This is an optimization exercise on Yosys and OpenROAD, whose aim is small area, not a production implementation. Where RTL was checked, it was by simulation tests only, not by an equivalence proof against the original. Function not checked in runs 6 and 7: the RTL went through the layout flow alone. Power and IR drop assume default switching activity.

==> flow/design.v <==
module PSEC6_spi (
    input logic rstn,  
    input logic spi_clk,
    input logic pico,
    input logic cs,  
    input logic trigger_in,  
    input logic [7:0] poci_ch,  
    input logic [7:0] stop_request,
    output logic poci,
    output logic trigger_out,
    output logic [7:0] test_point_control,  
    output logic clk_enable,
    output logic [5:0] vco_digital_band,  
    output logic [4:0] ref_clk_tgate_control,  
    output logic slow_mode,  
    output logic pfd_switch,  
    output logic pll_switch,  
    output logic [7:0] lpf_resistor_sel,  
    output logic [1:0] mode,  
    output logic [7:0] disc_polarity,  
    output logic [2:0] select_reg,  
    output logic inst_rst,  
    output logic inst_readout,  
    output logic inst_start  
);
    logic full_rstn;
    assign full_rstn = cs & rstn;
    logic [7:0] sr;       
    logic [3:0] cnt;      
    logic       past8;    
    logic [6:0] addr;     
    logic       wr_q;     
    logic       rd0;      
    logic       is_write;
    logic [7:0] r_vco, r_mask, r_inst, r_mode, r_pol, r_ref, r_slow, r_pfd, r_pll, r_tpc, r_lpf;
    always_ff @(posedge spi_clk) begin
        sr <= {sr[6:0], pico};
    end
    logic byte_end;    
    logic addr_byte;   
    assign byte_end  = (cnt[2:0] == 3'd0) & (past8 | cnt[3]);
    assign addr_byte = cnt[3] & (~past8 | wr_q);
    always_ff @(posedge spi_clk or negedge full_rstn) begin
        if (!full_rstn) begin
            cnt <= '0;
            past8 <= 1'b0;
            wr_q <= 1'b0;
            addr <= '0;
        end
        else begin
            cnt <= cnt + 4'd1;
            if (cnt == 4'd8) past8 <= 1'b1;
            wr_q <= is_write;
            if (byte_end) begin
                if (addr_byte) addr <= sr[6:0];
                else if (!wr_q) addr <= addr + 7'd1;
            end
        end
    end
    always_ff @(negedge spi_clk or negedge full_rstn) begin
        if (!full_rstn) begin
            is_write <= 1'b0;
        end
        else if ((cnt[2:0] == 3'd0) & cnt[3] & (~past8 | is_write)) begin
            is_write <= sr[7];
        end
    end
    logic we;
    assign we = is_write & (cnt == 4'd0) & past8;
    always_ff @(negedge spi_clk or negedge rstn) begin
        if (!rstn) begin
            r_vco  <= 8'h3f;
            r_mask <= 8'hff;
            r_mode <= 8'h03;
            r_pol  <= 8'hff;
            r_ref  <= 8'h04;
            r_slow <= 8'h00;
            r_pfd  <= 8'h01;
            r_pll  <= 8'h00;
            r_tpc  <= 8'h00;
            r_lpf  <= 8'h1f;
        end
        else if (we) begin
            if (addr == 7'd1)  r_vco  <= sr;
            if (addr == 7'd2)  r_mask <= sr;
            if (addr == 7'd4)  r_mode <= sr;
            if (addr == 7'd5)  r_pol  <= sr;
            if (addr == 7'd6)  r_ref  <= sr;
            if (addr == 7'd7)  r_slow <= sr;
            if (addr == 7'd8)  r_pfd  <= sr;
            if (addr == 7'd9)  r_pll  <= sr;
            if (addr == 7'd10) r_tpc  <= sr;
            if (addr == 7'd11) r_lpf  <= sr;
        end
    end
    always_ff @(negedge spi_clk or negedge full_rstn) begin
        if (!full_rstn) begin
            r_inst <= 8'h00;
        end
        else if (we & (addr == 7'd3)) begin
            r_inst <= sr;
        end
    end
    logic clk_enable_rstn;
    assign clk_enable_rstn = rstn & ~trigger_in;
    always_ff @(negedge spi_clk or negedge clk_enable_rstn) begin
        if (!clk_enable_rstn) begin
            clk_enable <= 1'b0;
        end
        else if (we & (addr == 7'd3) & (sr[1:0] == 2'd3)) begin
            clk_enable <= 1'b1;
        end
    end
    logic [7:0] rdata;
    always_comb begin
        case (addr)
            7'd1:  rdata = r_vco;
            7'd2:  rdata = r_mask;
            7'd3:  rdata = r_inst;
            7'd4:  rdata = r_mode;
            7'd5:  rdata = r_pol;
            7'd6:  rdata = r_ref;
            7'd7:  rdata = r_slow;
            7'd8:  rdata = r_pfd;
            7'd9:  rdata = r_pll;
            7'd10: rdata = r_tpc;
            7'd11: rdata = r_lpf;
            default: rdata = 8'h00;
        endcase
    end
    always_ff @(posedge spi_clk) begin
        rd0 <= rdata[0];
    end
    logic poci_spi;
    always_comb begin
        if (!past8) poci_spi = 1'b0;
        else if (is_write & ((cnt - 4'd1) < 4'd8)) poci_spi = 1'b0;
        else if (cnt[2:0] == 3'd0) poci_spi = rd0;
        else poci_spi = rdata[3'd0 - cnt[2:0]];
    end
    logic in_ch;
    logic [4:0] s1;
    logic [3:0] s2;
    logic [2:0] ch_idx;
    logic [2:0] ch;
    assign in_ch = (addr >= 7'd12) & (addr <= 7'd67);
    assign s1 = {2'b0, addr[2:0]} + {2'b0, addr[5:3]} + {4'b0, addr[6]} + 5'd2;
    assign s2 = {1'b0, s1[2:0]} + {2'b0, s1[4:3]};
    assign ch_idx = (s2 >= 4'd7) ? 3'(s2 - 4'd7) : s2[2:0];    
    assign ch = ch_idx - addr[2:0] + 3'd4;                     
    assign select_reg = in_ch ? ch_idx : 3'd7;
    assign poci = in_ch ? poci_ch[ch] : poci_spi;
    assign vco_digital_band = r_vco[5:0];
    assign mode = r_mode[1:0];
    assign disc_polarity = r_pol;
    assign slow_mode = r_slow[0];
    assign pfd_switch = r_pfd[0];
    assign pll_switch = r_pll[0];
    assign test_point_control = r_tpc;
    assign lpf_resistor_sel = r_lpf;
    assign trigger_out = |(stop_request & r_mask);
    assign inst_rst     = (r_inst[1:0] == 2'd1);
    assign inst_readout = (r_inst[1:0] == 2'd2);
    assign inst_start   = (r_inst[1:0] == 2'd3);
    always_comb begin
        if (!rstn) ref_clk_tgate_control = 5'b00010;
        else begin
            case (r_ref[2:0])
                3'd0: ref_clk_tgate_control = 5'b00001;
                3'd2: ref_clk_tgate_control = 5'b00100;
                3'd3: ref_clk_tgate_control = 5'b01000;
                3'd4: ref_clk_tgate_control = 5'b10000;
                default: ref_clk_tgate_control = 5'b00010;
            endcase
        end
    end
endmodule
==> flow/run.sh <==
#!/bin/bash
# synth_recipe.tcl (not shown) runs the flow's synth.tcl, then flattens the netlist and writes it again
# the make line also repeats each setting of config.mk as NAME=value (left out here)
make -C /OpenROAD-flow-scripts/flow DESIGN_CONFIG=/design/flow/config.mk WORK_HOME=/design/flow/orfs CLKGATE_MAP_FILE= SYNTH_SCRIPT=/design/flow/synth_recipe.tcl finish
==> flow/config.mk <==
export PLATFORM = sky130hd
export DESIGN_NAME = PSEC6_spi
export DESIGN_NICKNAME = PSEC6_spi
export VERILOG_FILES = /design/flow/design.v
export SDC_FILE = /design/flow/constraint.sdc
export NUM_CORES = 4
export LEC_CHECK = 0
export CAP_MARGIN = 20
export CORE_MARGIN = 2
export CORE_UTILIZATION = 40
export CTS_BUF_LIST = sky130_fd_sc_hd__clkbuf_4 sky130_fd_sc_hd__clkbuf_8
export SLEW_MARGIN = 20
==> flow/constraint.sdc <==
create_clock -name core_clock -period 25.0 [get_ports {spi_clk}]
set_input_delay 5.0000 -clock core_clock [delete_from_list [all_inputs] [get_ports {spi_clk}]]
set_output_delay 5.0000 -clock core_clock [all_outputs]
set_load 0.01 [all_outputs]
==> notes.md, run 1 <==
- Fill count: 1260
- Total grt overflow: 0
- Aggregate global-route resource usage: 21.2%
- Detail Route Antenna Nets: 0
- Seq/Total Area, Yosys: 48.7%
- Worst setup path end: poci
- Setup bufs post-CTS: 0
- FF+latch count, synth: 112
- Total wire length: 15000 um
- Clk slew on worst S/H paths: 70 ps
- Critical Path Start: r_vco[0]
- DIE WIDTH: 124 um
- H-tree lvl count: 3
- DR WL/cell: 20.2 um
- Crit end category: primary output
- Routability cong.: 0.899
- Crit path largest cell delay: 490 ps
- DP HPWL: 10500 um
- Crit-path cells: a222oi_1 -> a211o_1 -> o211ai_2 -> nor4_1 -> nor4_1 -> a31o_1 -> clkdlybuf4s50_1
- CTS resizes: 0
- R2R setup slack: 9900 ps
- First-pass DRT Iterations: 6
- Post-synth EDFFs: 0
- Drc violations: 0
- Gate Count Post-Synth: 480
- Clock buffer depth: 2
- Sw power: 324 uW
- Total core area: 13900 um^2
- Global-route wire length before repair: 24200 um
- Crit-path slowest cell: a222oi_1
- Final Max Slew Viols: 0
- WHS: 437 ps
- I/O Buffers: 69
- Row count: 43
- Area of the die: 15300 um^2
- Startpoint Class: flip-flop
- Pwr/cell area: 115 nW/um^2
- Most common cell after layout, fill and taps aside: clkdlybuf4s50_1
- Fin worst setup slack: 4800 ps
- Synth area leaders: dfrtn_1 (26%), dfstp_2 (14%), mux2_1 (11%), mux2_2 (6.5%), dfrtp_1 (5.7%)
- Fin util: 49.0%
- FF-to-FF path depth: 7
- Number of global-route vias before repair: 4291
- Pin count of the biggest net entering global routing: 60
- Hold path depth: 1
- Initial antenna violation count: 0
- Initial Utilization: 41.2%
- Vias per cell: 5.75
- Pwr Total: 784 uW
- Net Sw Frac: 41.4%
- Final Hold Fails: 0
- Comb pwr share: 57.2%
- Outcome: finished clean
- Yosys warning count: 1
- Tightest Hold Check Type: reg2reg
- Pre-CTS setup slack: 5300 ps
- Slew HR: 47.0%
- Synth cell types: 59
- Chip Height: 124 um
- Hold Buf Count CTS: 0
- Async SR Flop Fraction: 92.0%
- RR Startpoint: cnt[0]
- Power share of the clock group: 16.0%
- Fin Clk Skew: 73.4 ps
- Maxcap violations: 0
- Area Overhead vs Synth: 18.9%
- Top FF cell, synth: dfrtn_1
- Clk sinks: 112
- Mean Syn Cell Area: 12.0 um^2
- Yosys top cell by area: dfrtn_1
- Layout cells sized above 1: 18.6%
- CP max FO: 3
- CP most frequent cell: nor4_1
- Worst-margin pin slew: 786 ps
- Skew-Pair Late Insertion Delay: 430 ps
- R2R Path End: r_ref[0]
- RSZ-0062 raised after global routing: no
- Inserted Diodes: 0
- P_leak: 0.00321 uW
- Critical path class: reg2out
- Nets: 602
- Total CTS buffers: 9
- Commonest cells after routing, fill and taps aside: clkdlybuf4s50_1 (68), dfrtn_1 (59), mux2_1 (58)
- TNS Setup: 0 ps
- WP data required: 20000 ps
- Synth Cell Area: 5740 um^2
- Reg power frac: 26.8%
- Via count: 4286
- CP arrival: 15200 ps
- Top-level port count: 70
- Top cell type's share of synthesized area: 25.7%
- Root buf cell: clkbuf_8
- CTS tree: built
- Setup-failing EPs final: 0
- Int Pwr: 459 uW
- VDD IR-drop max: 0.0961 mV
- Iter 0 DRT Violations: 302
power groups by stage:
stage	registers (uW)	clock network [uW]	logic, uW
5_1_grt	213	141	497
3_5_place_dp	213	7.82	451
2_1_floorplan	198	7.82	328
3_3_place_gp	213	7.82	434
6_report	210	125	449
4_1_cts	210	129	455
worst min path at each step:
stage / slack, ps / endpoint / startpoint
global route: 450 / r_pll[5] / r_pll[5]
global placement: 430 / r_pll[3] / r_pll[3]
detailed placement: 440 / r_pll[4] / r_pll[4]
finish: 440 / clk_enable / clk_enable
CTS: 440 / r_pll[5] / r_pll[5]
floorplan: 350 / sr[6] / sr[5]
worst max-delay path, delay by kind of cell, from the launching register on:
kind / cells / cell delay, ps
buf+inv: 1 / 490
flops: 1 / 370
compound gates: 4 / 1080
simple gates: 2 / 340
sequential cells by signal, summed over array words and instances, names as in the netlist, 4 cells and up:
register,flops
addr,7
cnt,4
r_inst,8
r_lpf,8
r_mask,8
r_mode,8
r_pfd,8
r_pll,8
r_pol,8
r_ref,8
r_slow,8
r_tpc,8
r_vco,8
sr,8
kinds of logic after synthesis:
family | share of synthesized area [%]
DFF | 48.7
and+or+nand+nor | 9.24
xor gates and xnor gates | 1.37
AOI/OAI and AO/OA | 12.4
muxes | 19.5
adders and majority gates | 4.75
buffers and inverters | 4.08
per-layer routing:
layer  wire, um  up-vias  GRT usage, %
li1           -     1932             -
met5          0        -             0
met1       6760     2185          30.0
met4        201        0          6.11
met2       7120      151          32.9
met3        962       18          4.44
layout make-up:
cell class	instances	area (um^2)	area share, %
timing repair buffer	75	733	10.7
sequential	112	2800	41.0
tap	180	225	3.30
multi-input combinational	317	2710	39.7
inverter	15	56.3	0.825
clock buffer	13	160	2.35
clock inverter	34	144	2.11
cell usage after synthesis (3+ instances only):
cell type,instances
a211oi_1,3
a21oi_1,20
a221oi_1,7
a222oi_1,14
a22o_1,8
a22oi_1,6
and2_1,4
buf_1,3
buf_2,4
buf_4,8
clkbuf_1,19
dfrtn_1,59
dfrtp_1,13
dfstp_2,31
dfxtp_1,9
fa_1,3
ha_1,17
inv_1,16
mux2_1,58
mux2_2,33
mux2i_1,5
nand2_1,24
nand2_2,5
nand2_4,4
nand2b_1,5
nand3_1,12
nor2_1,9
nor2b_1,9
nor3_1,3
nor4_1,3
o21ai_0,15
o221ai_1,3
o22ai_1,8
xnor2_1,5
xor2_1,4
stage by stage:
| step | std cells | area, um^2 |
|---|---|---|
| floorplan | 480 | 5740 |
| global placement | 700 | 6530 |
| detailed placement | 700 | 6530 |
| CTS | 746 | 6830 |
| global route | 746 | 6830 |
| finish | 746 | 6830 |
==> inputs of run 2 (changes only) <==
==> flow/flow/run.sh (new file) <==
#!/bin/bash
set -euo pipefail
export BUFFER_PORTS_ARGS="-buffer_cell sky130_fd_sc_hd__buf_1"
bash standard.sh > standard.log 2>&1
==> flow/standard.sh (new file) <==
#!/bin/bash
# synth_recipe.tcl (not shown) runs the flow's synth.tcl, then flattens the netlist and writes it again
# the make line also repeats each setting of config.mk as NAME=value (left out here)
make -C /OpenROAD-flow-scripts/flow DESIGN_CONFIG=/design/flow/config.mk WORK_HOME=/design/flow/orfs CLKGATE_MAP_FILE= SYNTH_SCRIPT=/design/flow/synth_recipe.tcl "${@:-finish}"
removed: flow/run.sh
==> notes.md, run 2 <==
- Outcome: finished clean
- WP data required: 20000 ps (about the same)
- Layout cells sized above 1: 18.6% (+0.033 points)
- I/O Buffers: 69 (unchanged)
- Inserted Diodes: 0 (unchanged)
- Clk sinks: 112 (unchanged)
- Setup bufs post-CTS: 0 (unchanged)
- Root buf cell: clkbuf_8
- VDD IR-drop max: 0.100 mV (+4.6%)
- RSZ-0062 raised after global routing: no
- Total wire length: 15100 um (+0.12%)
- Fin util: 46.2% (-2.8 points)
- Fin Clk Skew: 56.6 ps (-16.9 ps)
- Post-synth EDFFs: 0 (unchanged)
- DRT met1 WL: 6910 um (+2.2%)
- Final Max Slew Viols: 0 (unchanged)
- Setup-failing EPs final: 0 (unchanged)
- Row count: 43 (unchanged)
- Nets: 601 (-0.17%)
- Finished Layout Cells: 745 (-0.13%)
- Synth cell types: 59 (unchanged)
- Routability cong.: 0.879 (-2.2%)
- Top routing layer in use: met4
- Via count: 4249 (-0.86%)
- Area Overhead vs Synth: 12.1%
- Area of the die: 15300 um^2 (unchanged)
- Final Hold Fails: 0 (unchanged)
- TNS Setup: 0 ps (unchanged)
- Initial antenna violation count: 0 (unchanged)
- Seq/Total Area, Yosys: 48.7% (unchanged)
- Yosys warning count: 1 (unchanged)
- FF+latch count, synth: 112 (unchanged)
- Skew-Pair Late Insertion Delay: 420 ps (about the same)
- Design area: 6440 um^2 (-5.7%)
- Most frequent cell after synthesis: dfrtn_1
- CTS tree: built
- Top post-synthesis cells by count: dfrtn_1 (59), mux2_1 (58), mux2_2 (33)
- DP HPWL: 10500 um (+0.13%)
- Met3 WL: 719 um (-25%)
- Clock buffer depth: 2 (unchanged)
- Iter 0 DRT Violations: 454 (+50%)
- P_leak: 0.00306 uW (-4.6%)
- Hold Buf Count CTS: 0 (unchanged)
- Drc violations: 0 (unchanged)
- CP arrival: 14800 ps (-400 ps)
- Total CTS buffers: 9 (unchanged)
- FF-to-FF path depth: 7 (unchanged)
- Startpoint Class: flip-flop
- Chip Height: 124 um (unchanged)
- DR WL/cell: 20.2 um (+0.25%)
- Worst-margin pin slew: 813 ps (+26.2 ps)
- First-pass DRT Iterations: 6 (unchanged)
- Synth Cell Area: 5740 um^2 (unchanged)
- CP max FO: 3 (unchanged)
- Slew HR: 45.8% (-1.2 points)
- Fin worst setup slack: 5200 ps (+400 ps)
- H-tree lvl count: 3 (unchanged)
- Gate Count Post-Synth: 480 (unchanged)
- Pin count of the biggest net entering global routing: 54 (-10%)
- Pre-CTS setup slack: 5640 ps (+342 ps)
- Most common cell after layout, fill and taps aside: buf_1
- Aggregate global-route resource usage: 20.9% (-0.32 points)
- Async SR Flop Fraction: 92.0% (unchanged)
- Initial Utilization: 41.2% (unchanged)
- Yosys top cell by area: dfrtn_1
- Tightest Hold Check Type: reg2reg
- Area after DPL: 6090 um^2 (-6.6%)
- Hold path depth: 1 (unchanged)
- Maxcap violations: 0 (unchanged)
- Total core area: 13900 um^2 (unchanged)
- Cells after DPL: 699 (-0.14%)
- Clk slew on worst S/H paths: 70 ps (about the same)
- Top-level port count: 70 (unchanged)
- Top cell type's share of synthesized area: 25.7% (unchanged)
- Total grt overflow: 0 (unchanged)
- Top FF cell, synth: dfrtn_1
- Number of global-route vias before repair: 4256 (-0.82%)
- Fill count: 1315 (+4.4%)
- Vias per cell: 5.70 (-0.73%)
- Met2 WL post-DR: 7310 um (+2.7%)
- Synth area leaders: dfrtn_1 (26%), dfstp_2 (14%), mux2_1 (11%), mux2_2 (6.5%), dfrtp_1 (5.7%)
- Critical path class: reg2out
- DIE WIDTH: 124 um (unchanged)
- Crit end category: primary output
- Global-route wire length before repair: 24000 um (-0.57%)
- CTS resizes: 0 (unchanged)
- Mean Syn Cell Area: 12.0 um^2 (unchanged)
- Detail Route Antenna Nets: 0 (unchanged)
- Commonest cells after routing, fill and taps aside: buf_1 (68), dfrtn_1 (59), mux2_1 (58)
- Pwr/cell area: 119 nW/um^2 (+4.0%)
==> run 2: cell counts after synthesis <==
Identical to the previous run, type by type.
==> run 2: kinds of logic (layout without fill, tap and decap cells) <==
| family | Yosys count | count (layout) | synth area share [%] |
|---|---|---|---|
| multiplexers | 98 | 98 | 19.5 |
| XOR/XNOR | 9 | 9 | 1.37 |
| adder cells (fa/ha/maj) | 20 | 20 | 4.75 |
| flip-flops | 112 | 112 | 48.7 |
| AO/OA/AOI/OAI | 98 | 98 | 12.4 |
| AND/OR/NAND/NOR | 92 | 92 | 9.24 |
| buffers and inverters | 51 | 136 | 4.08 |
==> run 2: power by group <==
part | internal, uW | switching, uW
Sequential | 188 | 22.9
Clock | 69.1 | 73.8
Combinational | 191 | 224
==> run 2: path summary, 6_finish.rpt <==
check,from,end,slack (ps)
max in group asynchronous,rstn,clk_enable,6890
setup reg to reg,cnt[0],r_slow[1],9840
hold reg to reg,clk_enable,clk_enable,410
setup / recovery,r_vco[0],poci,5200
min in group asynchronous,cs,past8,4710
hold / removal,clk_enable,clk_enable,410
==> run 2: cell type report <==
| class | instances | area, um^2 | area share [%] |
|---|---|---|---|
| flip-flops and latches | 112 | 2800 | 43.4 |
| multi-input cells | 317 | 2710 | 42.1 |
| repair buffers | 74 | 300 | 4.66 |
| well taps | 180 | 225 | 3.50 |
| clock inverters | 37 | 216 | 3.36 |
| clock buffers | 10 | 131 | 2.04 |
| inverters | 15 | 56.3 | 0.874 |
==> run 2: stage by stage <==
step	power, uW	hold slack, ps
2_1_floorplan	534	354
3_3_place_gp	623	418
3_5_place_dp	634	418
4_1_cts	773	419
5_1_grt	829	447
6_report	769	414
==> run 2: layer usage <==
metal	up-vias	GRT usage, %
li1	1937	-
met1	2166	28.8
met2	132	33.9
met3	14	4.95
met4	0	3.91
met5	-	0
==> run 2: critical path: stages, from the launching register on <==
cell and delay (ps):
dfstp_2 540, a222oi_1 110, a211o_1 350, o211ai_2 90
nor4_1 60, nor4_1 300, a31o_1 250, buf_1 170
==> inputs of run 3 (changes only) <==
==> flow/flow/run.sh (replaced) <==
#!/bin/bash
set -euo pipefail
export BUFFER_PORTS_ARGS="-buffer_cell sky130_fd_sc_hd__buf_1"
export REMOVE_ABC_BUFFERS=1
export CTS_ARGS="-sink_clustering_enable -repair_clock_nets -dont_use_dummy_load -buf_list {sky130_fd_sc_hd__clkbuf_16} -sink_clustering_size 60 -sink_clustering_max_diameter 300"
bash standard.sh > standard.log 2>&1
--- a/flow/config.mk
+++ b/flow/config.mk
@@ -8,5 +8,4 @@
 export CAP_MARGIN = 20
 export CORE_MARGIN = 2
 export CORE_UTILIZATION = 40
-export CTS_BUF_LIST = sky130_fd_sc_hd__clkbuf_4 sky130_fd_sc_hd__clkbuf_8
 export SLEW_MARGIN = 20
==> notes.md, run 3 <==
- Cells after DPL: 700 (+0.14%)
- VDD IR-drop max: 0.112 mV (+11%)
- Yosys top cell by area: dfrtn_1
- WP data required: 20000 ps (about the same)
- Hold Path Sink: clk_enable
- Crit end category: primary output
- Total CTS buffers: 9 (unchanged)
- Routability cong.: 0.928 (+5.6%)
- Hold Crit Start: clk_enable
- Pwr Total: 780 uW (+1.5%)
- Pwr/cell area: 121 nW/um^2 (+1.5%)
- Detail Route Antenna Nets: 0 (unchanged)
- Inserted Diodes: 0 (unchanged)
- Final Hold Fails: 0 (unchanged)
- Row count: 43 (unchanged)
- Total grt overflow: 0 (unchanged)
- Critical path class: reg2out
- Root buf cell: clkbuf_16
- CTS resizes: 0 (unchanged)
- Clk slew on worst S/H paths: 50 ps (-20 ps)
- Slew HR: 40.0% (-5.8 points)
- Pin count of the biggest net entering global routing: 44 (-19%)
- Total wire length: 14600 um (-3.2%)
- Drc violations: 0 (unchanged)
- Iter 0 DRT Violations: 309 (-32%)
- Fin Clk Skew: 80.5 ps (+24.0 ps)
- Layout cells sized above 1: 17.5% (-1.1 points)
- Maxcap violations: 0 (unchanged)
- Area after DPL: 6100 um^2 (+0.12%)
- Reg power frac: 26.4% (-1.0 points)
- Most frequent cell after synthesis: dfrtn_1
- P_leak: 0.00305 uW (-0.25%)
- Clock buffer depth: 2 (unchanged)
- Setup bufs post-CTS: 0 (unchanged)
- Yosys warning count: 1 (unchanged)
- Design area: 6440 um^2 (unchanged)
- Initial antenna violation count: 0 (unchanged)
- R2R setup slack: 9930 ps (+90 ps)
- Net Sw Frac: 41.9% (+0.20 points)
- Gate Count Post-Synth: 480 (unchanged)
- Seq/Total Area, Yosys: 48.7% (unchanged)
- Top-level port count: 70 (unchanged)
- Area Overhead vs Synth: 12.1% (unchanged)
- Hold path depth: 1 (unchanged)
- Chip Height: 124 um (unchanged)
- Top FF cell, synth: dfrtn_1
- First-pass DRT Iterations: 7 (+1)
- Int Pwr: 453 uW (+1.1%)
- Outcome: finished clean
- Synth area leaders: dfrtn_1 (26%), dfstp_2 (14%), mux2_1 (11%), mux2_2 (6.5%), dfrtp_1 (5.7%)
- Tightest Hold Check Type: reg2reg
- FF-to-FF path depth: 7 (unchanged)
- Top post-synthesis cells by count: dfrtn_1 (59), mux2_1 (58), mux2_2 (33)
- DIE WIDTH: 124 um (unchanged)
- Vias per cell: 5.64 (-1.0%)
- RSZ-0062 raised after global routing: no
- Skew-Pair Late Insertion Delay: 420 ps (about the same)
- Most common cell after layout, fill and taps aside: buf_1
- Synth Cell Area: 5740 um^2 (unchanged)
- DP HPWL: 10100 um (-3.7%)
- Setup-failing EPs final: 0 (unchanged)
- Async SR Flop Fraction: 92.0% (unchanged)
- Finished Layout Cells: 739 (-0.81%)
- Comb pwr share: 55.6% (+1.6 points)
- Aggregate global-route resource usage: 20.1% (-0.79 points)
- Via count: 4171 (-1.8%)
- Worst-margin pin slew: 899 ps (+86.7 ps)
- Hold Buf Count CTS: 0 (unchanged)
- Commonest cells after routing, fill and taps aside: buf_1 (68), dfrtn_1 (59), mux2_1 (58)
- R2R Path End: r_slow[1]
- Clk sinks: 112 (unchanged)
- Total core area: 13900 um^2 (unchanged)
- Synth cell types: 59 (unchanged)
- Top cell type's share of synthesized area: 25.7% (unchanged)
- CP max FO: 3 (unchanged)
- Pre-CTS setup slack: 5700 ps (+55.0 ps)
- H-tree lvl count: 3 (unchanged)
- Post-synth EDFFs: 0 (unchanged)
- Number of global-route vias before repair: 4213 (-1.0%)
- Power share of the clock group: 18.0% (-0.6 points)
- Fin worst setup slack: 5310 ps (+108 ps)
- CTS tree: built
- FF+latch count, synth: 112 (unchanged)
- Area of the die: 15300 um^2 (unchanged)
- TNS Setup: 0 ps (unchanged)
- CP arrival: 14690 ps (-110 ps)
- Final Max Slew Viols: 0 (unchanged)
- I/O Buffers: 69 (unchanged)
- RR Startpoint: cnt[0]
- Nets: 602 (+0.17%)
- Startpoint Class: flip-flop
- DR WL/cell: 19.7 um (-2.4%)
- Initial Utilization: 41.2% (unchanged)
- Global-route wire length before repair: 23200 um (-3.2%)
- Sw power: 327 uW (+1.9%)
- Mean Syn Cell Area: 12.0 um^2 (unchanged)
## run 3: cell counts after synthesis
No cell type changed its count.
## run 3: worst max-delay path by stage
stage | start | endpoint | slack, ps | depth (start not counted)
final | r_vco[0] | poci | 5310 | 7
after detailed placement | r_vco[0] | poci | 5700 | 7
after global placement | r_lpf[4] | poci | 5710 | 6
after CTS | r_vco[0] | poci | 5280 | 7
after floorplan | r_vco[0] | poci | 5940 | 6
after global routing | r_lpf[4] | poci | 5120 | 6
## run 3: worst max-delay path, stage by stage (launching register included)
cell and delay, ps:
dfstp_2 540, a222oi_1 100, a211o_1 330, o211ai_2 80
nor4_1 70, nor4_1 280, a31o_1 220, buf_1 160
## run 3: kinds of logic after synthesis
logic type,synth area share [%]
xor gates and xnor gates,1.37
AOI/OAI and AO/OA,12.4
and+or+nand+nor,9.24
buffers and inverters,4.08
adders and majority gates,4.75
muxes,19.5
DFF,48.7
## run 3: stage by stage
step | hold slack [ps] | util (%)
after floorplan | 417 | -
after detailed placement | 418 | 43.8
final | 424 | 46.2
after global routing | 449 | 46.2
after global placement | 427 | 43.8
after CTS | 425 | 46.2
## run 3: layout make-up
type	count	area [um^2]
tap	180	225
inverter	15	56.3
clock buffer	9	225
clock inverter	31	116
multi-input combinational	317	2710
sequential	112	2800
fill	1323	7500
timing repair buffer	75	308
## run 3: power by group through the flow
stage	Combinational (uW)	Sequential (uW)	Clock [uW]
after floorplan	314	205	7.82
after global placement	418	208	7.82
after detailed placement	435	208	7.82
after CTS	438	205	143
after global routing	477	207	158
final	434	206	141
## run 3: routing by layer
metal | up-vias | GRT usage, % | wire, um
met1 | 2105 | 27.6 | 6790
met4 | 0 | 5.40 | 218
met2 | 116 | 32.7 | 6870
li1 | 1934 | - | -
met5 | - | 0 | 0
met3 | 16 | 3.71 | 711
==> inputs of run 4 (changes only) <==
==> flow/flow/run.sh (replaced) <==
#!/bin/bash
set -euo pipefail
export BUFFER_PORTS_ARGS="-buffer_cell sky130_fd_sc_hd__buf_1"
export REMOVE_ABC_BUFFERS=1
export CTS_ARGS="-sink_clustering_enable -repair_clock_nets -dont_use_dummy_load -buf_list {sky130_fd_sc_hd__clkbuf_4 sky130_fd_sc_hd__clkbuf_8}"
bash standard.sh > standard.log 2>&1
==> notes.md, run 4 <==
- Outcome: finished clean
- Worst-margin pin slew: 881 ps (-18.3 ps)
- Most frequent cell after synthesis: dfrtn_1
- Skew-Pair Late Insertion Delay: 420 ps (about the same)
- Seq/Total Area, Yosys: 48.7% (unchanged)
- CTS tree: built
- Detail Route Antenna Nets: 0 (unchanged)
- RR Startpoint: cnt[0]
- Pin count of the biggest net entering global routing: 44 (unchanged)
- Clock buffer depth: 2 (unchanged)
- Reg power frac: 27.6% (+1.2 points)
- Hold Path Sink: clk_enable
- Compound-cell area share of the yosys netlist: 12.4% (unchanged)
- Yosys top cell by area: dfrtn_1
- Inserted Diodes: 0 (unchanged)
- Pwr/cell area: 118 nW/um^2 (-2.9%)
- Vias per cell: 5.62 (-0.43%)
- Initial Utilization: 41.2% (unchanged)
- Drc violations: 0 (unchanged)
- Critical path class: reg2out
- DR WL/cell: 19.8 um (about the same)
- FF+latch count, synth: 112 (unchanged)
- Layout cells sized above 1: 17.5% (unchanged)
- Number of global-route vias before repair: 4219 (+0.14%)
- Hold path depth: 1 (unchanged)
- Setup bufs post-CTS: 0 (unchanged)
- Top FF cell, synth: dfrtn_1
- Synth Cell Area: 5740 um^2 (unchanged)
- Gate Count Post-Synth: 480 (unchanged)
- CP arrival: 14700 ps (about the same)
- Sw power: 324 uW (-1.0%)
- Total grt overflow: 0 (unchanged)
- TNS Setup: 0 ps (unchanged)
- Total wire length: 14600 um (about the same)
- Yosys warning count: 1 (unchanged)
- DIE WIDTH: 124 um (unchanged)
- Iter 0 DRT Violations: 343 (+11%)
- Post-synth EDFFs: 0 (unchanged)
- Crit end category: primary output
- Main combinational cell family by area after synthesis: multiplexers
- Final Hold Fails: 0 (unchanged)
- Power share of the clock group: 14.1% (-3.9 points)
- Commonest cells after routing, fill and taps aside: buf_1 (68), dfrtn_1 (59), mux2_1 (58)
- Final Max Slew Viols: 0 (unchanged)
- Comb pwr share: 58.3% (+2.7 points)
- Fin util: 45.5% (-0.73 points)
- Hold Buf Count CTS: 0 (unchanged)
- WHS: 419 ps (-4.17 ps)
- Top post-synthesis cells by count: dfrtn_1 (59), mux2_1 (58), mux2_2 (33)
- Initial antenna violation count: 0 (unchanged)
- Tightest Hold Check Type: reg2reg
- Hold Crit Start: clk_enable
- Total CTS buffers: 9 (unchanged)
- Int Pwr: 421 uW (-7.0%)
- Mean Syn Cell Area: 12.0 um^2 (unchanged)
- R2R Path End: r_ref[0]
- Post-Synth Simple-Gate Area: 9.24% (unchanged)
- Startpoint Class: flip-flop
- CP max FO: 3 (unchanged)
- Clk sinks: 112 (unchanged)
- Via count: 4153 (-0.43%)
- Top-level port count: 70 (unchanged)
- I/O Buffers: 69 (unchanged)
- CTS resizes: 0 (unchanged)
- Row count: 43 (unchanged)
- WP data required: 20000 ps (about the same)
- Setup-failing EPs final: 0 (unchanged)
- VDD IR-drop max: 0.113 mV (+0.56%)
- Synth cell types: 59 (unchanged)
- Most common cell after layout, fill and taps aside: buf_1
- Critical Path Start: r_vco[0]
- Async SR Flop Fraction: 92.0% (unchanged)
- H-tree lvl count: 3 (unchanged)
- Net Sw Frac: 43.5% (+1.5 points)
- Top cell type's share of synthesized area: 25.7% (unchanged)
- Root buf cell: clkbuf_8
- First-pass DRT Iterations: 6 (-1)
- Slew HR: 41.3% (+1.2 points)
- Synth area leaders: dfrtn_1 (26%), dfstp_2 (14%), mux2_1 (11%), mux2_2 (6.5%), dfrtp_1 (5.7%)
- Aggregate global-route resource usage: 20.0% (-0.063 points)
- Routability cong.: 0.928 (unchanged)
- Mux share of post-synthesis cell area: 19.5% (unchanged)
- Clk slew on worst S/H paths: 60 ps (about the same)
- Area of the die: 15300 um^2 (unchanged)
- Area Overhead vs Synth: 10.4%
- Total core area: 13900 um^2 (unchanged)
- Fin Clk Skew: 84.6 ps (+4.09 ps)
- R2R setup slack: 9890 ps (-40 ps)
- Maxcap violations: 0 (unchanged)
- FF-to-FF path depth: 7 (unchanged)
- Post-synthesis adder-cell area fraction: 4.75% (unchanged)
- Nets: 602 (unchanged)
- Global-route wire length before repair: 23200 um (-0.24%)
- DP HPWL: 10100 um (unchanged)
- P_leak: 0.00300 uW (-1.5%)
- RSZ-0062 raised after global routing: no
- Chip Height: 124 um (unchanged)
- Synth Area in XOR/XNOR: 1.37% (unchanged)
## run 4: per-layer routing
layer	track usage, %	wire length [um]
met5	0	0
met4	5.33	217
met3	3.57	720
met2	32.9	6940
met1	27.3	6720
## run 4: worst max path at each step
stage                 to  cells after the start
floorplan           poci                      6
global placement    poci                      6
detailed placement  poci                      7
CTS                 poci                      7
global route        poci                      6
finish              poci                      7
## run 4: final cells by class
| class | count | area, um^2 |
|---|---|---|
| clock buffers | 9 | 124 |
| inverters | 15 | 56.3 |
| clock inverters | 31 | 116 |
| flip-flops and latches | 112 | 2800 |
| multi-input cells | 317 | 2710 |
| repair buffers | 75 | 308 |
| well taps | 180 | 225 |
| fillers | 1334 | 7600 |
## run 4: cells by family after synthesis
kind of cell / after synthesis
muxes: 98
DFF: 112
xor gates and xnor gates: 9
and+or+nand+nor: 92
adders and majority gates: 20
AOI/OAI and AO/OA: 98
buffers and inverters: 51
## run 4: power groups by stage
stage	logic (uW)	registers [uW]	clock network, uW
final	434	206	105
after global routing	477	207	122
after CTS	438	205	108
after global placement	418	208	7.82
after detailed placement	435	208	7.82
after floorplan	314	205	7.82
## run 4: per-stage QoR
stage | instance area [um^2] | power, uW | setup WS [ps] | std cells
finish | 6340 | 745 | 5300 | 739
global placement | 6100 | 633 | 5710 | 700
CTS | 6340 | 752 | 5260 | 739
detailed placement | 6100 | 651 | 5700 | 700
global route | 6340 | 806 | 5100 | 739
floorplan | 5570 | 527 | 5940 | 445
## run 4: critical path: stages (launching register included)
cell	delay, ps
dfstp_2	540
a222oi_1	100
a211o_1	340
o211ai_2	80
nor4_1	70
nor4_1	280
a31o_1	220
buf_1	160
==> inputs of run 5 (changes only) <==
==> flow/run.sh (new file) <==
#!/bin/bash
# synth_recipe.tcl (not shown) runs the flow's synth.tcl, then flattens the netlist and writes it again
# the make line also repeats each setting of config.mk as NAME=value (left out here)
make -C /OpenROAD-flow-scripts/flow DESIGN_CONFIG=/design/flow/config.mk WORK_HOME=/design/flow/orfs CLKGATE_MAP_FILE= SYNTH_SCRIPT=/design/flow/synth_recipe.tcl finish
removed: flow/flow/run.sh
removed: flow/standard.sh
==> notes.md, run 5 <==
- Area after DPL: 6530 um^2 (+7.0%)
- Async SR Flop Fraction: 92.0% (unchanged)
- R2R Path End: r_ref[0]
- Nets: 602 (unchanged)
- Outcome: finished clean
- Initial Utilization: 41.2% (unchanged)
- Seq/Total Area, Yosys: 48.7% (unchanged)
- First-pass DRT Iterations: 8 (+2)
- Crit path largest cell delay: 560 ps (+20 ps)
- Pwr/cell area: 118 nW/um^2 (+0.13%)
- DIE WIDTH: 124 um (unchanged)
- I/O Buffers: 69 (unchanged)
- Synth area leaders: dfrtn_1 (26%), dfstp_2 (14%), mux2_1 (11%), mux2_2 (6.5%), dfrtp_1 (5.7%)
- Chip Height: 124 um (unchanged)
- Top-level port count: 70 (unchanged)
- Crit end category: primary output
- Most common cell after layout, fill and taps aside: clkdlybuf4s50_1
- Row count: 43 (unchanged)
- Root buf cell: clkbuf_16
- FF+latch count, synth: 112 (unchanged)
- Initial antenna violation count: 0 (unchanged)
- Commonest cells after routing, fill and taps aside: clkdlybuf4s50_1 (68), dfrtn_1 (59), mux2_1 (58)
- Gate Count Post-Synth: 480 (unchanged)
- Total grt overflow: 0 (unchanged)
- Inserted Diodes: 0 (unchanged)
- Hold path depth: 1 (unchanged)
- RR Startpoint: cnt[0]
- CTS resizes: 0 (unchanged)
- CP most frequent cell: nor4_1
- Detail Route Antenna Nets: 0 (unchanged)
- Final Hold Fails: 0 (unchanged)
- Setup bufs post-CTS: 0 (unchanged)
- FF-to-FF path depth: 7 (unchanged)
- Worst Path Buf+Inv: 1 (unchanged)
- TNS Setup: 0 ps (unchanged)
- Fin Clk Skew: 65.5 ps (-19.2 ps)
- Yosys top cell by area: dfrtn_1
- Hold Crit Start: r_pll[1]
- Clock buffer depth: 2 (unchanged)
- Via count: 4244 (+2.2%)
- Fill count: 1245 (-6.7%)
- Top cell type's share of synthesized area: 25.7% (unchanged)
- Startpoint Class: flip-flop
- Clk sinks: 112 (unchanged)
- Critical path's top delay family: compound AO/OA/AOI/OAI gates
- DR WL/cell: 20.2 um (+2.5%)
- Post-synth EDFFs: 0 (unchanged)
- WP data required: 20000 ps (about the same)
- Setup-failing EPs final: 0 (unchanged)
- Total CTS buffers: 9 (unchanged)
- Synth cell types: 59 (unchanged)
- Skew-Pair Late Insertion Delay: 410 ps (about the same)
- Tightest Hold Check Type: reg2reg
- DP HPWL: 10500 um (+3.7%)
- Global-route wire length before repair: 24300 um (+4.9%)
- Crit-path slowest cell: clkdlybuf4s50_1
- Worst-margin pin slew: 767 ps (-114 ps)
- Aggregate global-route resource usage: 21.2% (+1.2 points)
- Area of the die: 15300 um^2 (unchanged)
- Hold Buf Count CTS: 0 (unchanged)
- Number of global-route vias before repair: 4298 (+1.9%)
- CP max FO: 3 (unchanged)
- Clk slew on worst S/H paths: 50 ps (about the same)
- Mean Syn Cell Area: 12.0 um^2 (unchanged)
- Total core area: 13900 um^2 (unchanged)
- Critical path class: reg2out
- Maxcap violations: 0 (unchanged)
- Area Overhead vs Synth: 20.5%
- Drc violations: 0 (unchanged)
- Crit-path cells: a222oi_1 -> a211o_1 -> o211ai_2 -> nor4_1 -> nor4_1 -> a31o_1 -> clkdlybuf4s50_1
- Hold Path Sink: r_pll[1]
- Final Max Slew Viols: 0 (unchanged)
- RSZ-0062 raised after global routing: no
- R2R setup slack: 9900 ps (about the same)
- Vias per cell: 5.69 (+1.2%)
- Routability cong.: 0.899 (-3.1%)
- Design area: 6920 um^2 (+9.1%)
- Yosys warning count: 1 (unchanged)
- P_leak: 0.00324 uW (+7.9%)
- Synth Cell Area: 5740 um^2 (unchanged)
- Iter 0 DRT Violations: 295 (-14%)
- H-tree lvl count: 3 (unchanged)
- CP arrival: 15140 ps (+440 ps)
- Total wire length: 15100 um (+3.5%)
- Pin count of the biggest net entering global routing: 60 (+36%)
- Top post-synthesis cells by count: dfrtn_1 (59), mux2_1 (58), mux2_2 (33)
- CTS tree: built
- Most frequent cell after synthesis: dfrtn_1
- Layout cells sized above 1: 18.0% (+0.49 points)
- VDD IR-drop max: 0.0962 mV (-15%)
- Top FF cell, synth: dfrtn_1
- Slew HR: 48.8% (+7.6 points)
## run 5: where the power goes
| part | switching (uW) | internal [uW] |
|---|---|---|
| logic | 226 | 221 |
| clock network | 78.7 | 78.4 |
| registers | 22.4 | 188 |
## run 5: final cells by class
class	count	area, um^2	share of cell area (%)
flip-flops and latches	112	2800	40.4
clock inverters	34	144	2.08
clock buffers	13	250	3.62
inverters	15	56.3	0.814
repair buffers	75	733	10.6
well taps	180	225	3.26
multi-input cells	317	2710	39.2
## run 5: kinds of logic (layout without fill, tap and decap cells)
group / Yosys count / in the layout / share of synthesized area, %
xor gates and xnor gates: 9 / 9 / 1.37
DFF: 112 / 112 / 48.7
adders and majority gates: 20 / 20 / 4.75
and+or+nand+nor: 92 / 92 / 9.24
AOI/OAI and AO/OA: 98 / 98 / 12.4
muxes: 98 / 98 / 19.5
buffers and inverters: 51 / 137 / 4.08
## run 5: how the worst max path moves through the flow
stage | slack [ps] | start | endpoint | cells past startpoint
6_report | 4860 | r_vco[0] | poci | 7
2_1_floorplan | 6000 | r_vco[0] | poci | 6
5_1_grt | 4680 | r_vco[0] | poci | 7
3_5_place_dp | 5300 | r_vco[0] | poci | 7
4_1_cts | 4870 | r_vco[0] | poci | 7
3_3_place_gp | 5330 | r_vco[0] | poci | 7
## run 5: stage by stage
step	cells	worst slack, ps	hold WS [ps]	utilization (%)	total power, uW
finish	746	4860	436	49.6	815
global route	746	4680	446	49.6	884
CTS	746	4870	442	49.6	826
detailed placement	700	5300	442	46.8	673
global placement	700	5330	429	46.8	654
floorplan	480	6000	354	-	534
## run 5: routing by layer
| layer | GRT usage [%] | vias to the layer above | wire [um] |
|---|---|---|---|
| met2 | 33.2 | 132 | 7230 |
| met5 | 0 | - | 0 |
| met1 | 30.1 | 2165 | 6970 |
| li1 | - | 1932 | - |
| met4 | 5.26 | 0 | 175 |
| met3 | 4.58 | 15 | 731 |
==> inputs of run 6 (changes only) <==
--- a/flow/design.v
+++ b/flow/design.v
@@ -40,6 +40,9 @@
     logic addr_byte;   
     assign byte_end  = (cnt[2:0] == 3'd0) & (past8 | cnt[3]);
     assign addr_byte = cnt[3] & (~past8 | wr_q);
+    logic ld_addr, inc_addr;
+    assign ld_addr  = byte_end & addr_byte;
+    assign inc_addr = byte_end & ~addr_byte & ~wr_q;
     always_ff @(posedge spi_clk or negedge full_rstn) begin
         if (!full_rstn) begin
             cnt <= '0;
@@ -51,10 +54,7 @@
             cnt <= cnt + 4'd1;
             if (cnt == 4'd8) past8 <= 1'b1;
             wr_q <= is_write;
-            if (byte_end) begin
-                if (addr_byte) addr <= sr[6:0];
-                else if (!wr_q) addr <= addr + 7'd1;
-            end
+            addr <= (ld_addr ? sr[6:0] : addr) + {6'd0, inc_addr};
         end
     end
     always_ff @(negedge spi_clk or negedge full_rstn) begin
@@ -139,15 +139,20 @@
         else poci_spi = rdata[3'd0 - cnt[2:0]];
     end
     logic in_ch;
-    logic [4:0] s1;
-    logic [3:0] s2;
-    logic [2:0] ch_idx;
-    logic [2:0] ch;
+    logic [2:0] ch;       
+    logic [2:0] ch_idx;   
+    always_comb begin
+        ch = 3'd0;
+        if (addr >= 7'd19) ch = 3'd1;
+        if (addr >= 7'd26) ch = 3'd2;
+        if (addr >= 7'd33) ch = 3'd3;
+        if (addr >= 7'd40) ch = 3'd4;
+        if (addr >= 7'd47) ch = 3'd5;
+        if (addr >= 7'd54) ch = 3'd6;
+        if (addr >= 7'd61) ch = 3'd7;
+    end
     assign in_ch = (addr >= 7'd12) & (addr <= 7'd67);
-    assign s1 = {2'b0, addr[2:0]} + {2'b0, addr[5:3]} + {4'b0, addr[6]} + 5'd2;
-    assign s2 = {1'b0, s1[2:0]} + {2'b0, s1[4:3]};
-    assign ch_idx = (s2 >= 4'd7) ? 3'(s2 - 4'd7) : s2[2:0];    
-    assign ch = ch_idx - addr[2:0] + 3'd4;                     
+    assign ch_idx = addr[2:0] + 3'd4 + ch;    
     assign select_reg = in_ch ? ch_idx : 3'd7;
     assign poci = in_ch ? poci_ch[ch] : poci_spi;
     assign vco_digital_band = r_vco[5:0];
==> flow/flow/run.sh (new file) <==
#!/bin/bash
set -euo pipefail
export BUFFER_PORTS_ARGS="-buffer_cell sky130_fd_sc_hd__buf_1"
export REMOVE_ABC_BUFFERS=1
export CTS_ARGS="-sink_clustering_enable -repair_clock_nets -dont_use_dummy_load -buf_list {sky130_fd_sc_hd__clkbuf_4 sky130_fd_sc_hd__clkbuf_8}"
bash standard.sh > standard.log 2>&1
==> flow/standard.sh (new file) <==
#!/bin/bash
# synth_recipe.tcl (not shown) runs the flow's synth.tcl, then flattens the netlist and writes it again
# the make line also repeats each setting of config.mk as NAME=value (left out here)
make -C /OpenROAD-flow-scripts/flow DESIGN_CONFIG=/design/flow/config.mk WORK_HOME=/design/flow/orfs CLKGATE_MAP_FILE= SYNTH_SCRIPT=/design/flow/synth_recipe.tcl "${@:-finish}"
removed: flow/run.sh
==> notes.md, run 6 <==
- WP data required: 20000 ps (about the same)
- Outcome: finished clean
- FF-to-FF path depth: 7 (unchanged)
- Total core area: 14400 um^2 (+3.5%)
- Layout cells sized above 1: 28.3% (+10 points)
- Seq/Total Area, Yosys: 47.8% (-0.94 points)
- Yosys top cell by area: dfrtn_1
- Top-level port count: 70 (unchanged)
- Detail Route Antenna Nets: 0 (unchanged)
- First-pass DRT Iterations: 5 (-3)
- DR WL/cell: 20.6 um (+1.9%)
- WHS: 427 ps (-9.06 ps)
- CTS resizes: 0 (unchanged)
- Iter 0 DRT Violations: 294 (-0.34%)
- Root buf cell: clkbuf_8
- Routability cong.: 0.917 (+2.0%)
- Worst Path Buf+Inv: 1 (unchanged)
- Total wire length: 15800 um (+4.8%)
- RSZ-0062 raised after global routing: no
- DP HPWL: 11100 um (+5.7%)
- Setup bufs post-CTS: 0 (unchanged)
- Nets: 614 (+2.0%)
- Number of global-route vias before repair: 4450 (+3.5%)
- Async SR Flop Fraction: 92.0% (unchanged)
- Top post-synthesis cells by count: mux2_2 (93), dfrtn_1 (59), dfstp_2 (31)
- CP arrival: 14910 ps (-230 ps)
- Clock buffer depth: 2 (unchanged)
- CTS tree: built
- Initial antenna violation count: 0 (unchanged)
- Inserted Diodes: 0 (unchanged)
- Final Hold Fails: 0 (unchanged)
- Critical path depth: 8 (+1)
- Startpoint Class: flip-flop
- Setup-failing EPs final: 0 (unchanged)
- Hold path depth: 1 (unchanged)
- Crit end category: primary output
- Critical path class: reg2out
- I/O Buffers: 69 (unchanged)
- DIE WIDTH: 125 um (+0.94%)
- Mean Syn Cell Area: 11.5 um^2 (-3.8%)
- Vias per cell: 5.59 (-1.7%)
- Most frequent cell after synthesis: mux2_2
- Gate Count Post-Synth: 509 (+6.0%)
- Row count: 44 (+2.3%)
- Total grt overflow: 0 (unchanged)
- Tightest Hold Check Type: reg2reg
- CP max FO: 3 (unchanged)
- Post-synth EDFFs: 0 (unchanged)
- Finished Layout Cells: 767 (+2.8%)
- Critical path's top delay family: compound AO/OA/AOI/OAI gates
- Aggregate global-route resource usage: 20.9% (-0.32 points)
- Slew HR: 28.7% (-20 points)
- Commonest cells after routing, fill and taps aside: mux2_2 (93), buf_1 (68), dfrtn_1 (59)
- Synth area leaders: dfrtn_1 (25%), mux2_2 (18%), dfstp_2 (14%), dfrtp_1 (5.6%), dfxtp_1 (3.1%)
- Pwr/cell area: 69.2 nW/um^2 (-41%)
- VDD IR-drop max: 0.0353 mV (-63%)
- Maxcap violations: 0 (unchanged)
- Most common cell after layout, fill and taps aside: mux2_2
- Clk slew on worst S/H paths: 60 ps (about the same)
- Synth cell types: 69 (+17%)
- Area after DPL: 6180 um^2 (-5.3%)
- Crit-path cells: mux2i_1 -> or2_2 -> a31oi_1 -> o21ai_0 -> a221oi_2 -> nor3_1 -> a211oi_2 -> buf_1
- Global-route wire length before repair: 25400 um (+4.3%)
- Crit-path slowest cell: dfstp_2
- Via count: 4291 (+1.1%)
- Synth Cell Area: 5850 um^2 (+2.0%)
- Total CTS buffers: 9 (unchanged)
- H-tree lvl count: 3 (unchanged)
- Area Overhead vs Synth: 9.68%
- Skew-Pair Late Insertion Delay: 430 ps (+20 ps)
- Chip Height: 125 um (+0.94%)
- TNS Setup: 0 ps (unchanged)
- Pwr Total: 445 uW (-45%)
- Drc violations: 0 (unchanged)
- Cells after DPL: 728 (+4.0%)
- Design area: 6420 um^2 (-7.2%)
- Worst-margin pin slew: 1070 ps (+298 ps)
- Final Max Slew Viols: 0 (unchanged)
- Top cell type's share of synthesized area: 25.2% (-0.49 points)
- Fin Clk Skew: 71.6 ps (+6.13 ps)
- Top FF cell, synth: dfrtn_1
- Pin count of the biggest net entering global routing: 58 (-3.3%)
- FF+latch count, synth: 112 (unchanged)
- Hold Buf Count CTS: 0 (unchanged)
- Crit path largest cell delay: 530 ps (-30 ps)
- Area of the die: 15600 um^2 (+1.9%)
- Yosys warning count: 1 (unchanged)
- Clk sinks: 112 (unchanged)
- P_leak: 0.00283 uW (-13%)
- Initial Utilization: 40.6% (-0.62 points)
## run 6: changes by cell type after synthesis, moves of 6 or more
cell / delta
clkbuf_1: -6
a21oi_1: -11
mux2i_1: +11
nor2_1: +20
buf_2: +13
mux2_1: -58
a222oi_1: -14
ha_1: -9
mux2_2: +60
a22oi_1: +6
## run 6: cell families (layout without fill, tap and decap cells)
logic type                 Yosys count  after routing  share of synthesized area [%]
muxes                              111            111                           21.4
DFF                                112            112                           47.8
xor gates and xnor gates            11             11                           1.65
adders and majority gates            8              8                           1.71
AOI/OAI and AO/OA                   88             88                           11.2
and+or+nand+nor                    125            125                           11.6
buffers and inverters               54            128                           4.60
## run 6: per-layer routing
layer / vias up / wire (um) / track usage [%]
met1: 2165 / 7370 / 29.2
met5: - / 0 / 0
met4: 0 / 328 / 6.80
met2: 112 / 7290 / 32.5
li1: 1990 / - / -
met3: 24 / 840 / 4.66
## run 6: worst paths after layout
| kind | start | slack [ps] | end |
|---|---|---|---|
| setup / recovery | r_pol[4] | 5090 | poci |
| hold / removal | clk_enable | 430 | clk_enable |
| setup reg to reg | cnt[0] | 9200 | r_tpc[2] |
| hold reg to reg | clk_enable | 430 | clk_enable |
| max in group asynchronous | rstn | 6920 | r_lpf[2] |
| min in group asynchronous | cs | 4700 | cnt[0] |
## run 6: worst register-to-register path, stage by stage, from the launching register on
cell	delay, ps
dfrtp_1	520
inv_1	190
ha_1	190
nor2b_1	180
nand4b_1	440
nand2b_1	350
nor2_1	830
mux2_2	420
## run 6: where the power goes
group | total (uW) | leakage [uW] | internal [uW] | switching, uW
Combinational | 138 | 0.00122 | 47.0 | 90.9
Sequential | 199 | 0.00138 | 188 | 10.5
Clock | 108 | 0.000230 | 39.0 | 68.8
## run 6: layout make-up
type	count	area [um^2]
Inverter	12	45.0
Clock buffer	9	124
Timing Repair Buffer	76	315
Fill cell	1388	8000
Tap cell	184	230
Clock inverter	31	116
Multi-Input combinational cell	343	2790
Sequential cell	112	2800
## run 6: stage by stage
step                utilization, %  setup slack [ps]
floorplan                        -              5760
global placement              42.8              5550
detailed placement            42.8              5540
CTS                           44.5              5100
global route                  44.5              4920
finish                        44.5              5090
==> inputs of run 7 (changes only) <==
--- a/flow/design.v
+++ b/flow/design.v
@@ -35,26 +35,25 @@
     logic [7:0] r_vco, r_mask, r_inst, r_mode, r_pol, r_ref, r_slow, r_pfd, r_pll, r_tpc, r_lpf;
     always_ff @(posedge spi_clk) begin
         sr <= {sr[6:0], pico};
+        wr_q <= is_write;    
     end
     logic byte_end;    
     logic addr_byte;   
     assign byte_end  = (cnt[2:0] == 3'd0) & (past8 | cnt[3]);
     assign addr_byte = cnt[3] & (~past8 | wr_q);
-    logic ld_addr, inc_addr;
-    assign ld_addr  = byte_end & addr_byte;
-    assign inc_addr = byte_end & ~addr_byte & ~wr_q;
     always_ff @(posedge spi_clk or negedge full_rstn) begin
         if (!full_rstn) begin
             cnt <= '0;
             past8 <= 1'b0;
-            wr_q <= 1'b0;
             addr <= '0;
         end
         else begin
             cnt <= cnt + 4'd1;
             if (cnt == 4'd8) past8 <= 1'b1;
-            wr_q <= is_write;
-            addr <= (ld_addr ? sr[6:0] : addr) + {6'd0, inc_addr};
+            if (byte_end) begin
+                if (addr_byte) addr <= sr[6:0];
+                else if (!wr_q) addr <= addr + 7'd1;
+            end
         end
     end
     always_ff @(negedge spi_clk or negedge full_rstn) begin
@@ -67,32 +66,47 @@
     end
     logic we;
     assign we = is_write & (cnt == 4'd0) & past8;
+    localparam logic [7:0] RV_VCO  = 8'h3f;
+    localparam logic [7:0] RV_MASK = 8'hff;
+    localparam logic [7:0] RV_MODE = 8'h03;
+    localparam logic [7:0] RV_POL  = 8'hff;
+    localparam logic [7:0] RV_REF  = 8'h04;
+    localparam logic [7:0] RV_PFD  = 8'h01;
+    localparam logic [7:0] RV_LPF  = 8'h1f;
+    logic [7:0] x_vco, x_mask, x_mode, x_pol, x_ref, x_pfd, x_lpf;
     always_ff @(negedge spi_clk or negedge rstn) begin
         if (!rstn) begin
-            r_vco  <= 8'h3f;
-            r_mask <= 8'hff;
-            r_mode <= 8'h03;
-            r_pol  <= 8'hff;
-            r_ref  <= 8'h04;
-            r_slow <= 8'h00;
-            r_pfd  <= 8'h01;
-            r_pll  <= 8'h00;
-            r_tpc  <= 8'h00;
-            r_lpf  <= 8'h1f;
+            x_vco  <= '0;
+            x_mask <= '0;
+            x_mode <= '0;
+            x_pol  <= '0;
+            x_ref  <= '0;
+            r_slow <= '0;
+            x_pfd  <= '0;
+            r_pll  <= '0;
+            r_tpc  <= '0;
+            x_lpf  <= '0;
         end
         else if (we) begin
-            if (addr == 7'd1)  r_vco  <= sr;
-            if (addr == 7'd2)  r_mask <= sr;
-            if (addr == 7'd4)  r_mode <= sr;
-            if (addr == 7'd5)  r_pol  <= sr;
-            if (addr == 7'd6)  r_ref  <= sr;
+            if (addr == 7'd1)  x_vco  <= sr ^ RV_VCO;
+            if (addr == 7'd2)  x_mask <= sr ^ RV_MASK;
+            if (addr == 7'd4)  x_mode <= sr ^ RV_MODE;
+            if (addr == 7'd5)  x_pol  <= sr ^ RV_POL;
+            if (addr == 7'd6)  x_ref  <= sr ^ RV_REF;
             if (addr == 7'd7)  r_slow <= sr;
-            if (addr == 7'd8)  r_pfd  <= sr;
+            if (addr == 7'd8)  x_pfd  <= sr ^ RV_PFD;
             if (addr == 7'd9)  r_pll  <= sr;
             if (addr == 7'd10) r_tpc  <= sr;
-            if (addr == 7'd11) r_lpf  <= sr;
+            if (addr == 7'd11) x_lpf  <= sr ^ RV_LPF;
         end
     end
+    assign r_vco  = x_vco  ^ RV_VCO;
+    assign r_mask = x_mask ^ RV_MASK;
+    assign r_mode = x_mode ^ RV_MODE;
+    assign r_pol  = x_pol  ^ RV_POL;
+    assign r_ref  = x_ref  ^ RV_REF;
+    assign r_pfd  = x_pfd  ^ RV_PFD;
+    assign r_lpf  = x_lpf  ^ RV_LPF;
     always_ff @(negedge spi_clk or negedge full_rstn) begin
         if (!full_rstn) begin
             r_inst <= 8'h00;
@@ -139,20 +153,15 @@
         else poci_spi = rdata[3'd0 - cnt[2:0]];
     end
     logic in_ch;
-    logic [2:0] ch;       
-    logic [2:0] ch_idx;   
-    always_comb begin
-        ch = 3'd0;
-        if (addr >= 7'd19) ch = 3'd1;
-        if (addr >= 7'd26) ch = 3'd2;
-        if (addr >= 7'd33) ch = 3'd3;
-        if (addr >= 7'd40) ch = 3'd4;
-        if (addr >= 7'd47) ch = 3'd5;
-        if (addr >= 7'd54) ch = 3'd6;
-        if (addr >= 7'd61) ch = 3'd7;
-    end
+    logic [4:0] s1;
+    logic [3:0] s2;
+    logic [2:0] ch_idx;
+    logic [2:0] ch;
     assign in_ch = (addr >= 7'd12) & (addr <= 7'd67);
-    assign ch_idx = addr[2:0] + 3'd4 + ch;    
+    assign s1 = {2'b0, addr[2:0]} + {2'b0, addr[5:3]} + {4'b0, addr[6]} + 5'd2;
+    assign s2 = {1'b0, s1[2:0]} + {2'b0, s1[4:3]};
+    assign ch_idx = (s2 >= 4'd7) ? 3'(s2 - 4'd7) : s2[2:0];    
+    assign ch = ch_idx - addr[2:0] + 3'd4;                     
     assign select_reg = in_ch ? ch_idx : 3'd7;
     assign poci = in_ch ? poci_ch[ch] : poci_spi;
     assign vco_digital_band = r_vco[5:0];
==> notes.md, run 7 <==
- Outcome: finished clean
- Post-synth EDFFs: 0 (unchanged)
- CP arrival: 14970 ps (+60 ps)
- Total grt overflow: 0 (unchanged)
- Post-synthesis adder-cell area fraction: 4.72% (+3.0 points)
- Number of global-route vias before repair: 4496 (+1.0%)
- Aggregate global-route resource usage: 20.7% (-0.23 points)
- Setup-failing EPs final: 0 (unchanged)
- Net Sw Frac: 38.0% (-0.32 points)
- Slew HR: 43.0% (+14 points)
- Layout cells sized above 1: 6.95% (-21 points)
- Top cell type's share of synthesized area: 38.9% (+14 points)
- Vias per cell: 5.66 (+1.2%)
- Compound-cell area share of the yosys netlist: 15.3% (+4.1 points)
- Final Hold Fails: 0 (unchanged)
- DR WL/cell: 19.6 um (-5.0%)
- Initial Utilization: 41.4% (+0.76 points)
- Top FF cell, synth: dfrtn_1
- Worst-margin pin slew: 853 ps (-212 ps)
- Top-level port count: 70 (unchanged)
- Reg power frac: 34.3% (-10 points)
- Int Pwr: 358 uW (+30%)
- Fin Clk Skew: 37.3 ps (-34.3 ps)
- Crit end category: primary output
- Pwr/cell area: 92.3 nW/um^2 (+33%)
- VDD IR-drop max: 0.0715 mV (+100%)
- Iter 0 DRT Violations: 349 (+19%)
- Via count: 4524 (+5.4%)
- Yosys top cell by area: dfrtn_1
- Root buf cell: clkbuf_8
- Main combinational cell family by area after synthesis: compound AO/OA/AOI/OAI gates
- Fin util: 44.7% (+0.15 points)
- DIE WIDTH: 124 um (-0.58%)
- Synth area leaders: dfrtn_1 (39%), mux2_1 (7.8%), dfrtp_1 (5.2%), nand2_1 (4.7%), ha_1 (3.7%)
- Async SR Flop Fraction: 91.1% (-0.89 points)
- Final Max Slew Viols: 0 (unchanged)
- Total wire length: 15700 um (-0.99%)
- CTS tree: built
- Chip Height: 124 um (-0.58%)
- Hold Buf Count CTS: 0 (unchanged)
- Nets: 662 (+7.8%)
- CP max FO: 3 (unchanged)
- Fill count: 1388 (unchanged)
- Inserted Diodes: 0 (unchanged)
- Commonest cells after routing, fill and taps aside: dfrtn_1 (90), nand2_1 (72), buf_1 (68)
- Synth cell types: 63 (-8.7%)
- Post-Synth Simple-Gate Area: 12.5% (+0.81 points)
- Row count: 43 (-2.3%)
- Tightest Hold Check Type: reg2reg
- Power share of the clock group: 15.2% (-9.0 points)
- Detail Route Antenna Nets: 0 (unchanged)
- P_leak: 0.00276 uW (-2.5%)
- Seq/Total Area, Yosys: 47.6% (-0.18 points)
- Clk slew on worst S/H paths: 70 ps (about the same)
- I/O Buffers: 69 (unchanged)
- Maxcap violations: 0 (unchanged)
- TNS Setup: 0 ps (unchanged)
- Clock buffer depth: 2 (unchanged)
- WP data required: 20000 ps (about the same)
- Top post-synthesis cells by count: dfrtn_1 (90), nand2_1 (72), inv_1 (49)
- Synth Cell Area: 5780 um^2 (-1.2%)
- Mux share of post-synthesis cell area: 12.4% (-9.0 points)
- Setup bufs post-CTS: 0 (unchanged)
- Skew-Pair Late Insertion Delay: 390 ps (-40 ps)
- Startpoint Class: flip-flop
- FF+latch count, synth: 112 (unchanged)
- Mean Syn Cell Area: 10.1 um^2 (-12%)
- Area Overhead vs Synth: 8.03%
- Yosys warning count: 1 (unchanged)
- Most common cell after layout, fill and taps aside: dfrtn_1
- Most frequent cell after synthesis: dfrtn_1
- Sw power: 219 uW (+29%)
- DP HPWL: 10900 um (-1.5%)
- Synth Area in XOR/XNOR: 1.06% (-0.59 points)
- Design area: 6250 um^2 (-2.7%)
- Routability cong.: 0.929 (+1.3%)
- Critical path class: reg2out
- First-pass DRT Iterations: 5 (unchanged)
- Total core area: 14000 um^2 (-3.0%)
- Initial antenna violation count: 0 (unchanged)
- Area after DPL: 6120 um^2 (-0.91%)
- RSZ-0062 raised after global routing: no
- Global-route wire length before repair: 25000 um (-1.4%)
- Pin count of the biggest net entering global routing: 52 (-10%)
- Gate Count Post-Synth: 574 (+13%)
- H-tree lvl count: 3 (unchanged)
- Comb pwr share: 50.5% (+20 points)
- CTS resizes: 0 (unchanged)
- Drc violations: 0 (unchanged)
- Total CTS buffers: 9 (unchanged)
- Clk sinks: 112 (unchanged)
- Area of the die: 15400 um^2 (-1.2%)
[run 7: changes by cell type after synthesis, sizes merged, moves of 10 or more]
| cell | before | now |
|---|---|---|
| a21oi | 9 | 19 |
| buf | 28 | 15 |
| clkbuf | 13 | 23 |
| dfrtn | 59 | 90 |
| dfstp | 31 | 0 |
| inv | 13 | 49 |
| mux2 | 93 | 58 |
| mux2i | 16 | 2 |
| nand2 | 26 | 72 |
| nor2 | 30 | 20 |
| o21ai | 18 | 52 |
[run 7: layer usage]
metal,part of all wire [%],track usage (%),vias up
met5,0,0,-
met4,2.3,8.86,0
met3,4.7,3.14,19
met2,46,31.8,105
met1,47,29.2,2291
li1,-,-,2109
[run 7: final timing paths]
path | from | endpoint | slack, ps | cells past startpoint
worst max-delay path | x_lpf[4] | poci | 5030 | 7
worst min register to register | clk_enable | clk_enable | 430 | 1
worst min-delay path | clk_enable | clk_enable | 430 | 1
min in group asynchronous | cs | addr[5] | 4720 | 2
max in group asynchronous | rstn | r_inst[7] | 6750 | 2
worst max register to register | addr[0] | x_ref[0] | 9240 | 6
[run 7: worst max-delay path, cell delays in order (launching register included)]
cell	delay, ps
dfrtn_1	370
nand2b_1	150
a311oi_1	460
nor4_1	150
a2111oi_2	380
nand3_1	150
o311ai_2	260
buf_1	200
[run 7: final cells by class]
class                           instances  area (um^2)  area share, %
Clock buffer                            9          124           1.98
Inverter                               50          188           3.00
Multi-Input combinational cell        374         2660           42.6
Sequential cell                       112         2750           44.1
Tap cell                              180          225           3.60
Timing Repair Buffer                   74          300           4.81
[run 7: kinds of logic (layout without fill, tap and decap cells)]
family	after synthesis	after routing
flip-flops	112	112
AO/OA/AOI/OAI	136	136
buffers and inverters	88	133
AND/OR/NAND/NOR	149	149
XOR/XNOR	7	7
multiplexers	62	62
adder cells (fa/ha/maj)	20	20
[run 7: per-stage QoR]
stage                     cells  setup WS (ps)  total power, uW  hold WS, ps
after global routing        799           4940              626          455
after floorplan             536           5910              421          416
after CTS                   799           5070              582          430
after detailed placement    790           5480              494          423
final                       799           5030              576          434
after global placement      790           5510              485          428
[run 7: power groups by stage]
stage	sequential [uW]	combinational (uW)	clock, uW
after floorplan	198	223	0
after global placement	201	284	0
after detailed placement	201	293	0
after CTS	197	295	90.1
after global routing	199	331	96.2
final	198	291	87.7
